Context: an optimization exercise on an open-source flow, tuned for small area. The choices shown serve that exercise and are no tape-out recipe. In this exercise RTL edits were held to simulation tests only and were not proved equivalent to the original. Power is estimated from default activity; no workload was simulated.

## flow/design.v (module list and top-level ports; edited modules follow where they fit)
// module PE: 471 lines
// module PE_F: 489 lines
// module ENC: 27 lines
// module BENC: 12 lines
// module BSEL: 9 lines
// module XR: 3 lines
// module XNR: 3 lines
// module ND: 3 lines
// module NR: 3 lines
// module AN: 3 lines
// module AO: 3 lines
// module HA: 4 lines
// module FA: 4 lines
// module PE_array: 109 lines
// module MS: 9 lines
module PE_array #(
    parameter DATA_WIDTH    = 16 ,
    parameter SYSTOLIC_SIZE = 8
) (
    input                                       clk          ,
    input                                       rst_n        ,
    input                                       reset_pe     ,
    input                                       write_out_en ,
    input  [SYSTOLIC_SIZE * DATA_WIDTH - 1 : 0] wgt_in       ,
    input  [SYSTOLIC_SIZE * DATA_WIDTH - 1 : 0] ifm_in       ,
    output [SYSTOLIC_SIZE * DATA_WIDTH - 1 : 0] ofm_out
);
  // ...
==> flow/run.sh <==
#!/bin/bash
# synth_recipe.tcl (not shown) runs the flow's synth.tcl, then flattens the netlist and writes it again
# the make line also repeats each setting of config.mk as NAME=value (left out here)
make -C /OpenROAD-flow-scripts/flow DESIGN_CONFIG=/design/flow/config.mk WORK_HOME=/design/flow/orfs CLKGATE_MAP_FILE= SYNTH_SCRIPT=/design/flow/synth_recipe.tcl finish
==> flow/config.mk <==
export PLATFORM = sky130hd
export DESIGN_NAME = PE_array
export DESIGN_NICKNAME = PE_array
export VERILOG_FILES = /design/flow/design.v
export SDC_FILE = /design/flow/constraint.sdc
export NUM_CORES = 4
export LEC_CHECK = 0
export CAP_MARGIN = 20
export CORE_MARGIN = 2
export CORE_UTILIZATION = 55
export CTS_CLUSTER_DIAMETER = 100
export CTS_CLUSTER_SIZE = 24
export GPL_TIMING_DRIVEN = 0
export SLEW_MARGIN = 20
export SYNTH_HIERARCHICAL = 1
export SYNTH_MINIMUM_KEEP_SIZE = 0
==> flow/constraint.sdc <==
create_clock -name core_clock -period 8.0 [get_ports {clk}]
set_input_delay 1.6000 -clock core_clock [delete_from_list [all_inputs] [get_ports {clk}]]
set_output_delay 1.6000 -clock core_clock [all_outputs]
set_load 0.01 [all_outputs]
==> run_results.csv, run 1 <==
group,metric,value,unit
status,outcome,"finished clean",
timing,rsz0062_at_grt,"no",
worst_setup_path,endpoint,"row[0].col[1].acc[15]",
power,maxPowerGroup,"combinational cells",
floorplanning,rows,256,
power,p_clk_share,9.0,%
synthesis,synthMuxAreaShare,0.00840,%
worst_setup_path,cp_top_family,"adder cells",
cells_and_area,seq_share,30.5,%
clock_network,clkTransAtPathRegs,90,ps
power,switching_share,41.7,%
cells_and_area,final_util,59.4,%
timing,finalSetupViolCount,0,
detailed_routing,routed_wl,785000,µm
power,pwr-share-comb,68.2,%
cells_and_area,top_regs,"row.col.bottom: 1400 flops, row.col.acc: 1024 flops, row.col.mac: 1024 flops",
global_route,grt_pass1_wl,1200000,µm
placement,dpl_cell_area,0.282,mm²
worst_setup_path,crit_type,"in -> reg",
cells_and_area,n_all_inverters,148,
worst_setup_path,rrSetupSlack,1040,ps
power,power.switching,61.9,mW
detailed_routing,met2RoutedLength,385000,µm
worst_setup_path,crit_slowest_cell,"xnor2_2",
timing,period_share,91.7,%
power,clk-power,13.3,mW
synthesis,ys_top_cells_by_count,"5898 x xor2_1, 4200 x dfxtp_1, 4096 x o22ai_1, 3795 x fa_1, 896 x a22o_1",
timing,setup_slack,668,ps
synthesis,syn-cell-area,0.268,mm²
==> inputs of run 2 (changes only) <==
--- a/flow/config.mk
+++ b/flow/config.mk
@@ -11,3 +11,3 @@
 export CTS_CLUSTER_DIAMETER = 100
-export CTS_CLUSTER_SIZE = 24
+export CTS_CLUSTER_SIZE = 30
 export GPL_TIMING_DRIVEN = 0
==> run_results.csv, run 2 <==
group,metric,value,unit
power,power.density,513,mW/mm²
global_route,antenna_found_initial,26,
timing,drv_slew,0,
floorplanning,dieArea,0.493,mm²
worst_setup_path,r2r-end,"row[1].col[1].acc[15]",
worst_setup_path,crit_path_cell_trace,"clkdlybuf4s50_1 > xnor2_2 > nand2_1 > o22ai_1 > xor2_1 > fa_1 > fa_1 > fa_1 > fa_1 > fa_1 > fa_1 > a21o_1 > a21o_1 > a21o_1 > a21o_1 > a21o_1 > a21o_1 > a21o_1 > xor2_1 > and2b_2",
detailed_routing,drtIter0Drc,15650,
synthesis,synth-edff-count,0,
floorplanning,rows,256,
placement,gp_congestion,0.903,
cells_and_area,register_area,0.0879,mm²
worst_setup_path,r2r_start,"row[0].col[1].bottom[16]",
synthesis,synth_seq_cells,4354,
cells_and_area,drive_gt1_share,6.69,%
clock_network,cts.sinks,4354,
cells_and_area,top_regs,"row.col.bottom: 1400 flops, row.col.acc: 1024 flops, row.col.mac: 1024 flops",
timing,period_needed,7350,ps
worst_setup_path,crit_type,"in -> reg",
floorplanning,die_y,702,µm
synthesis,yosys_most_used_dff,"dfxtp_1",
detailed_routing,viasPerCell,6.12,
detailed_routing,vias,178284,
global_route,grtUsageTotal,31.6,%
clock_network,clkTransAtPathRegs,110,ps
synthesis,synth_area_leader_cell,"dfxtp_1",
worst_setup_path,end_kind,"flop",
job,cap_violations,0,
timing,finalSetupViolCount,0,
cells_and_area,layout.nets,26585,
power,p_leak,119,nW
worst_setup_path,rrSetupSlack,1030,ps
detailed_routing,drc,0,
timing,whs,349,ps
synthesis,yosys_warnings,7,
timing,period_share,91.9,%
detailed_routing,routed_wl,784000,µm
power,ir_worst_vdd,0.784,mV
clock_network,clk_latency,1000,ps
cells_and_area,final_common_cell,"xor2_1",
synthesis,syn_avg_cell_area,12.3,µm²
global_route,grt_pass1_wl,1200000,µm
cells_and_area,layout_common_cells,"5898 x xor2_1, 4200 x dfxtp_1, 4096 x o22ai_1",
worst_setup_path,critPathArrivalTime,8230,ps
power,power,148,mW
floorplanning,io_pins,388,
worst_setup_path,crit_start,"wgt_in[17]",
timing,fin_setup_tns,0,ps
status,outcome,"finished clean",
clock_network,cts_made_buffers,202,
timing,fmax,136,MHz
synthesis,yosys.cell_count.top_type,"xor2_1",
synthesis,yosysTopAreaCellShare,31.4,%
worst_setup_path,crit_slowest_cell,"xnor2_2",
timing,finClkSkew,37.9,ps
synthesis,ys_top_cells_by_count,"5898 x xor2_1, 4200 x dfxtp_1, 4096 x o22ai_1, 3795 x fa_1, 896 x a22o_1",
timing,rsz0062_at_grt,"no",
hold_path,min_to,"row[1].col[7].bottom[7]",
global_route,overflow,0,
cells_and_area,multi_input_area,0.178,mm²
synthesis,async_flop_share,3.54,%
floorplanning,start_util,55.2,%
detailed_routing,postRouteAntennaNets,0,
synthesis,yosys-top-cells-area,"dfxtp_1 31%, fa_1 28%, xor2_1 19%, o22ai_1 9.6%, a22o_1 2.9%",
global_route,grt_pass1_vias,187343,
worst_setup_path,path_max_fanout,16,
cells_and_area,syn2layout_area_growth,7.65,%
clock_network,cts_hold_repair.buffers,0,
timing,worstMarginPinSlew,1260,ps
clock_network,post_cts_buffers,0,
clock_network,cts_buffer_depth,4,
floorplanning,fp.coreArea,0.486,mm²
cells_and_area,regMostFlops,"row.col.bottom",
synthesis,syn-cell-area,0.268,mm²
clock_network,htreeDepth,4,
detailed_routing,avgRoutedWirePerCell,26.9,µm
cells_and_area,final_util,59.4,%
placement,io_buffers,387,
timing,slew_headroom,15.4,%
clock_network,cts_resized,0,
hold_path,min_path_cells,0,
detailed_routing,firstDrtPassIters,6,
floorplanning,die_x,702,µm
timing,setup_slack,647,ps
worst_setup_path,required,8870,ps
cells_and_area,largest_reg_flops,1400,
global_route,grt_max_degree,127,
worst_setup_path,critPathMaxStageDelay,790,ps
synthesis,ys_seq_area_share,32.8,%
cells_and_area,fill_cells,40034,
placement,hpwl,580000,µm
hold_path,hp-class,"reg -> reg",
clock_network,cts_root_buffer,"clkbuf_16",
synthesis,syn_inst,21867,
timing,hold_violations,0,
worst_setup_path,worst_r2r_path_depth,18,
worst_setup_path,cp_common_cell,"a21o_1",
worst_setup_path,critPathLaunchType,"input pin",
placement,place_ws,-237,ps
synthesis,yosysUniqueCellTypes,30,
hold_path,min-delay-start,"row[0].col[7].bottom[7]",
clock_network,cts_tree,"done",
[run 2: cell counts after synthesis]
Identical to the previous run, type by type.
[run 2: modules after synthesis (local to each module, per instance), a selection]
module | cells inside | times used | area [µm²] | flip-flops and latches
BSEL | 1 | 4096 | 6.26 | 0
XNR | 1 | 56 | 8.76 | 0
ENC | 10 | 8 | 70.1 | 0
NR | 1 | 512 | 3.75 | 0
FA | 1 | 3795 | 20.0 | 0
ND | 1 | 56 | 3.75 | 0
AN | 1 | 301 | 6.26 | 0
MS | 1 | 896 | 8.76 | 0
PE_F | 17 | 15 | 144 | 0
PE_array | 4788 | 1 | 90500 | 4354
PE | 17 | 49 | 144 | 0
AO | 1 | 301 | 7.51 | 0
XR | 1 | 5898 | 8.76 | 0
[run 2: worst max path at each step]
stage	end	slack (ps)
detailed placement	row[0].col[1].acc[15]	-240
floorplan	row[0].col[1].mac[0]	-1630
global route	row[0].col[1].acc[15]	460
finish	row[0].col[1].acc[15]	650
CTS	row[0].col[1].acc[15]	830
global placement	row[0].col[1].mac[14]	-40190
[run 2: logic make-up (layout without fill, tap and decap cells)]
family / count (synthesis) / in the layout / share of synthesized area (%)
xor+xnor: 5955 / 5955 / 19.5
compound gates: 5304 / 5304 / 13.4
flops: 4354 / 4354 / 32.8
fa+ha+maj: 3798 / 3798 / 28.4
simple gates: 2035 / 2035 / 5.00
buf+inv: 419 / 1201 / 1.04
mux: 2 / 2 / 0.00840
other cells: 0 / 15 / 0
[run 2: stage by stage]
step	area [µm²]	instances
2_1_floorplan	268000	21867
3_3_place_gp	280000	28704
3_5_place_dp	282000	28773
4_1_cts	289000	29099
5_1_grt	289000	29105
6_report	289000	29114
[run 2: layout make-up]
type	count	share of cell area, %
Antenna cell	15	0.0130
Buffer	271	0.779
Clock buffer	228	1.85
Clock inverter	98	0.509
Inverter	148	0.195
Multi-Input combinational cell	17094	61.5
Sequential cell	4354	30.5
Tap cell	6450	2.80
Timing Repair Buffer	456	1.86
[run 2: routing by layer]
layer | track usage [%] | vias up | wire, µm
li1 | - | 77543 | -
met1 | 42.6 | 92410 | 323000
met2 | 53.1 | 6966 | 386000
met3 | 3.06 | 1365 | 41100
met4 | 11.7 | 0 | 33300
met5 | 0 | - | 0
[run 2: critical path, delay by kind of cell]
family / cells / cell delay [ps]
adder cells (fa/ha/maj): 6 / 2450
AO/OA/AOI/OAI: 8 / 1680
XOR/XNOR: 3 / 1150
AND/OR/NAND/NOR: 2 / 800
buffers and inverters: 1 / 540
[run 2: where the power goes]
group | switching, mW | internal, mW | total (mW)
Clock | 7.79 | 5.31 | 13.1
Combinational | 48.0 | 53.1 | 101
Sequential | 6.29 | 27.6 | 33.9
Total | 62.1 | 86.0 | 148
==> inputs of run 3 (changes only) <==
==> flow/flow/run.sh (new file) <==
#!/bin/bash
set -euo pipefail
export BUFFER_PORTS_ARGS="-buffer_cell sky130_fd_sc_hd__buf_1"
export CTS_ARGS="-sink_clustering_enable -repair_clock_nets -dont_use_dummy_load -sink_clustering_size 24 -sink_clustering_max_diameter 100"
export REMOVE_ABC_BUFFERS=1
bash standard.sh > standard.log 2>&1
==> flow/standard.sh (new file) <==
#!/bin/bash
# synth_recipe.tcl (not shown) runs the flow's synth.tcl, then flattens the netlist and writes it again
# the make line also repeats each setting of config.mk as NAME=value (left out here)
make -C /OpenROAD-flow-scripts/flow DESIGN_CONFIG=/design/flow/config.mk WORK_HOME=/design/flow/orfs CLKGATE_MAP_FILE= SYNTH_SCRIPT=/design/flow/synth_recipe.tcl "${@:-finish}"
--- a/flow/config.mk
+++ b/flow/config.mk
@@ -11,3 +11,3 @@
 export CTS_CLUSTER_DIAMETER = 100
-export CTS_CLUSTER_SIZE = 30
+export CTS_CLUSTER_SIZE = 24
 export GPL_TIMING_DRIVEN = 0
removed: flow/run.sh
==> run_results.csv, run 3 <==
group,metric,value,unit
status,outcome,"finished clean",
timing,rsz0062_at_grt,"no",
global_route,grt_pass1_vias,186136,
synthesis,synth_simple_gate_area_share,5.00,%
clock_network,cts.sinks,4354,
clock_network,cts_hold_repair.buffers,0,
detailed_routing,routed_wl,772000,µm
floorplanning,start_util,55.2,%
synthesis,async_flop_share,3.54,%
worst_setup_path,critPathLaunchType,"input pin",
worst_setup_path,path_max_fanout,20,
timing,slew_headroom,21.4,%
timing,fmax,140,MHz
synthesis,syn_inst,21867,
synthesis,yosysTopAreaCellShare,31.4,%
detailed_routing,met2RoutedLength,379000,µm
detailed_routing,postRouteAntennaNets,0,
detailed_routing,drtIter0Drc,16117,
cells_and_area,regMostFlops,"row.col.bottom",
placement,io_buffers,387,
power,ir_worst_vdd,0.650,mV
cells_and_area,layout_common_cells,"5898 x xor2_1, 4200 x dfxtp_1, 4096 x o22ai_1",
timing,drv_slew,0,
clock_network,post_cts_buffers,0,
floorplanning,die_y,702,µm
hold_path,min_path_cells,0,
synthesis,yosys.cell_count.top_type,"xor2_1",
global_route,grt_pass1_wl,1190000,µm
hold_path,min_to,"row[1].col[7].bottom[15]",
power,internal-power,85.1,mW
detailed_routing,drt-met1-wl,318000,µm
timing,fin_setup_tns,0,ps
synthesis,synth_compound_area_share,13.4,%
synthesis,synthMuxAreaShare,0.00840,%
floorplanning,die_x,702,µm
power,p_leak,116,nW
worst_setup_path,crit_slowest_cell,"nand2_1",
floorplanning,rows,256,
detailed_routing,dr_wl_met3,41600,µm
floorplanning,fp.coreArea,0.486,mm²
clock_network,htreeDepth,4,
clock_network,cts_tree,"done",
power,p_clk_share,8.2,%
global_route,grtUsageTotal,31.2,%
synthesis,ys_seq_area_share,32.8,%
detailed_routing,top_layer,"met4",
synthesis,yosys_most_used_dff,"dfxtp_1",
cells_and_area,syn2layout_area_growth,5.81,%
clock_network,cts_root_buffer,"clkbuf_16",
power,power.density,518,mW/mm²
timing,period_share,89.3,%
timing,worstMarginPinSlew,1170,ps
synthesis,synth_area_leader_cell,"dfxtp_1",
hold_path,min-delay-start,"row[0].col[7].bottom[15]",
global_route,antenna_found_initial,24,
worst_setup_path,r2r-end,"row[1].col[3].acc[15]",
detailed_routing,firstDrtPassIters,5,
synthesis,synthXorXnorAreaFrac,19.5,%
clock_network,cts_buffer_depth,4,
placement,gp_congestion,0.916,
worst_setup_path,crit_path_cell_trace,"buf_2 > xnor2_2 > nand2_1 > o22ai_1 > xor2_1 > fa_1 > fa_1 > fa_1 > fa_1 > fa_1 > fa_1 > a21o_1 > a21o_1 > a21o_1 > a21o_1 > a21o_1 > a21o_1 > a21o_1 > xor2_1 > and2b_2",
floorplanning,dieArea,0.493,mm²
worst_setup_path,rrSetupSlack,1020,ps
timing,finalSetupViolCount,0,
cells_and_area,drive_gt1_share,5.49,%
detailed_routing,avgRoutedWirePerCell,26.8,µm
worst_setup_path,required,8840,ps
worst_setup_path,end_kind,"flop",
worst_setup_path,critPathArrivalTime,7980,ps
synthesis,yosys_warnings,7,
synthesis,yosysUniqueCellTypes,30,
synthesis,syn-cell-area,0.268,mm²
timing,setup_slack,860,ps
worst_setup_path,critPathMaxStageDelay,650,ps
power,pwr-share-comb,68.7,%
job,cap_violations,0,
power,power,147,mW
detailed_routing,vias,176533,
clock_network,clkTransAtPathRegs,90,ps
hold_path,hp-class,"reg -> reg",
worst_setup_path,worst_r2r_path_depth,18,
clock_network,cts_made_buffers,228,
cells_and_area,final_common_cell,"xor2_1",
synthesis,yosys-top-cells-area,"dfxtp_1 31%, fa_1 28%, xor2_1 19%, o22ai_1 9.6%, a22o_1 2.9%",
timing,hold_violations,0,
synthesis,synth_seq_cells,4354,
worst_setup_path,crit_type,"in -> reg",
timing,finClkSkew,118,ps
power,switching_share,42.1,%
placement,hpwl,569000,µm
synthesis,synth_top_family_by_area,"adder cells",
synthesis,syn_avg_cell_area,12.3,µm²
worst_setup_path,cp_common_cell,"a21o_1",
cells_and_area,largest_reg_flops,1400,
detailed_routing,drc,0,
floorplanning,io_pins,388,
clock_network,clk_latency,1010,ps
global_route,overflow,0,
cells_and_area,top_regs,"row.col.bottom: 1400 flops, row.col.acc: 1024 flops, row.col.mac: 1024 flops",
placement,place_ws,-46.8,ps
clock_network,cts_resized,0,
cells_and_area,layout.nets,26368,
power,power.switching,61.8,mW
timing,period_needed,7140,ps
synthesis,synthAdderAreaFrac,28.4,%
worst_setup_path,r2r_start,"row[0].col[3].bottom[16]",
synthesis,ys_top_cells_by_count,"5898 x xor2_1, 4200 x dfxtp_1, 4096 x o22ai_1, 3795 x fa_1, 896 x a22o_1",
global_route,grt_max_degree,98,
detailed_routing,viasPerCell,6.13,
power,seq_power_share,23.1,%
cells_and_area,final_util,58.4,%
synthesis,synth-edff-count,0,
[run 3: cell counts after synthesis]
No cell type changed its count.
[run 3: worst max-delay path by stage]
stage	slack (ps)	to	startpoint
4_1_cts	980	row[0].col[5].acc[15]	wgt_in[81]
6_report	860	row[0].col[5].acc[15]	wgt_in[81]
2_1_floorplan	-5410	row[0].col[1].mac[0]	write_out_en
5_1_grt	590	row[0].col[7].acc[15]	wgt_in[113]
3_3_place_gp	-273320	row[6].col[1].mac[1]	write_out_en
3_5_place_dp	-50	row[0].col[5].acc[15]	wgt_in[81]
[run 3: layout make-up]
cell class,instances,area (µm²)
Multi-Input combinational cell,17094,178000
Sequential cell,4354,87900
Clock buffer,228,5710
Tap cell,6450,8070
Inverter,148,571
Timing Repair Buffer,484,3740
Fill cell,40472,202000
Antenna cell,19,47.5
[run 3: metal layers]
layer,track usage [%],vias to the layer above
met3,3.00,1339
met5,0,-
met1,42.3,91202
li1,-,76941
met2,52.0,7051
met4,11.7,0
[run 3: per-module statistics from Yosys (local to each module, per instance), excerpt]
module | cells | times used | cell area [µm²]
AN | 1 | 301 | 6.26
AO | 1 | 301 | 7.51
BSEL | 1 | 4096 | 6.26
ENC | 10 | 8 | 70.1
FA | 1 | 3795 | 20.0
MS | 1 | 896 | 8.76
ND | 1 | 56 | 3.75
NR | 1 | 512 | 3.75
PE | 17 | 49 | 144
PE_F | 17 | 15 | 144
PE_array | 4788 | 1 | 90500
XNR | 1 | 56 | 8.76
XR | 1 | 5898 | 8.76
[run 3: stage by stage]
stage	hold WS [ps]	std cells	instance area [µm²]
detailed placement	355	28529	278000
CTS	302	28757	284000
finish	312	28777	284000
global placement	339	28433	275000
floorplan	331	21596	266000
global route	319	28769	284000
[run 3: kinds of logic (layout without fill, tap and decap cells)]
| kind of cell | count (synthesis) | in the layout |
|---|---|---|
| AND/OR/NAND/NOR | 2035 | 2035 |
| adder cells (fa/ha/maj) | 3798 | 3798 |
| multiplexers | 2 | 2 |
| other | 0 | 19 |
| flip-flops | 4354 | 4354 |
| XOR/XNOR | 5955 | 5955 |
| buffers and inverters | 419 | 860 |
| AO/OA/AOI/OAI | 5304 | 5304 |
[run 3: power by group through the flow]
stage / Clock (mW) / Sequential [mW] / Combinational (mW)
finish: 12.1 / 33.9 / 101
global route: 13.1 / 34.5 / 114
CTS: 12.5 / 33.9 / 101
detailed placement: 0 / 34.3 / 99.7
global placement: 0 / 34.7 / 98.2
floorplan: 0 / 31.6 / 81.7
[run 3: critical path, delay by kind of cell]
family          cells  cell delay, ps
buf+inv             1             320
compound gates      8            1680
simple gates        2             840
fa+ha+maj           6            2520
xor+xnor            3             990

afterwards: timing with drivers on the ports:
No port has a modelled driver above. Below, the same layouts with a new extraction and two added sets of constraints.
Step 1: set_driving_cell puts a clkbuf_16 on clk and a buf_2 on each other input, an assumption about the parent block.
Step 2 adds t to the input delays and takes it off the output delays; t is the mean of the earliest and latest rising clock arrival at the registers after step 1. Input paths then give back, and output paths get back, about the clock's delay inside the block.
Slacks: no drivers / after step 1 / after step 2; pairs: no drivers / after step 1.
run | t (ns) | setup WS [ns] | clock arrival spread, ns | worst register clock-pin slew, ns | worst slew at a driven data input, ns
run 1 | 1.121 | 0.668 / 0.771 / -0.350 | 0.053 / 0.053 | 0.10 / 0.10 | 0.19
run 2 | 1.114 | 0.647 / 0.766 / -0.348 | 0.058 / 0.058 | 0.12 / 0.12 | 0.19
run 3 | 1.086 | 0.860 / 0.964 / -0.122 | 0.146 / 0.146 | 0.10 / 0.10 | 0.18
With both steps, setup timing fails in every run listed, where it was met with ideal ports. For run 1, which loses most, drivers alone change the setup slack by +0.103 ns; drivers and shift together by -1.018 ns.
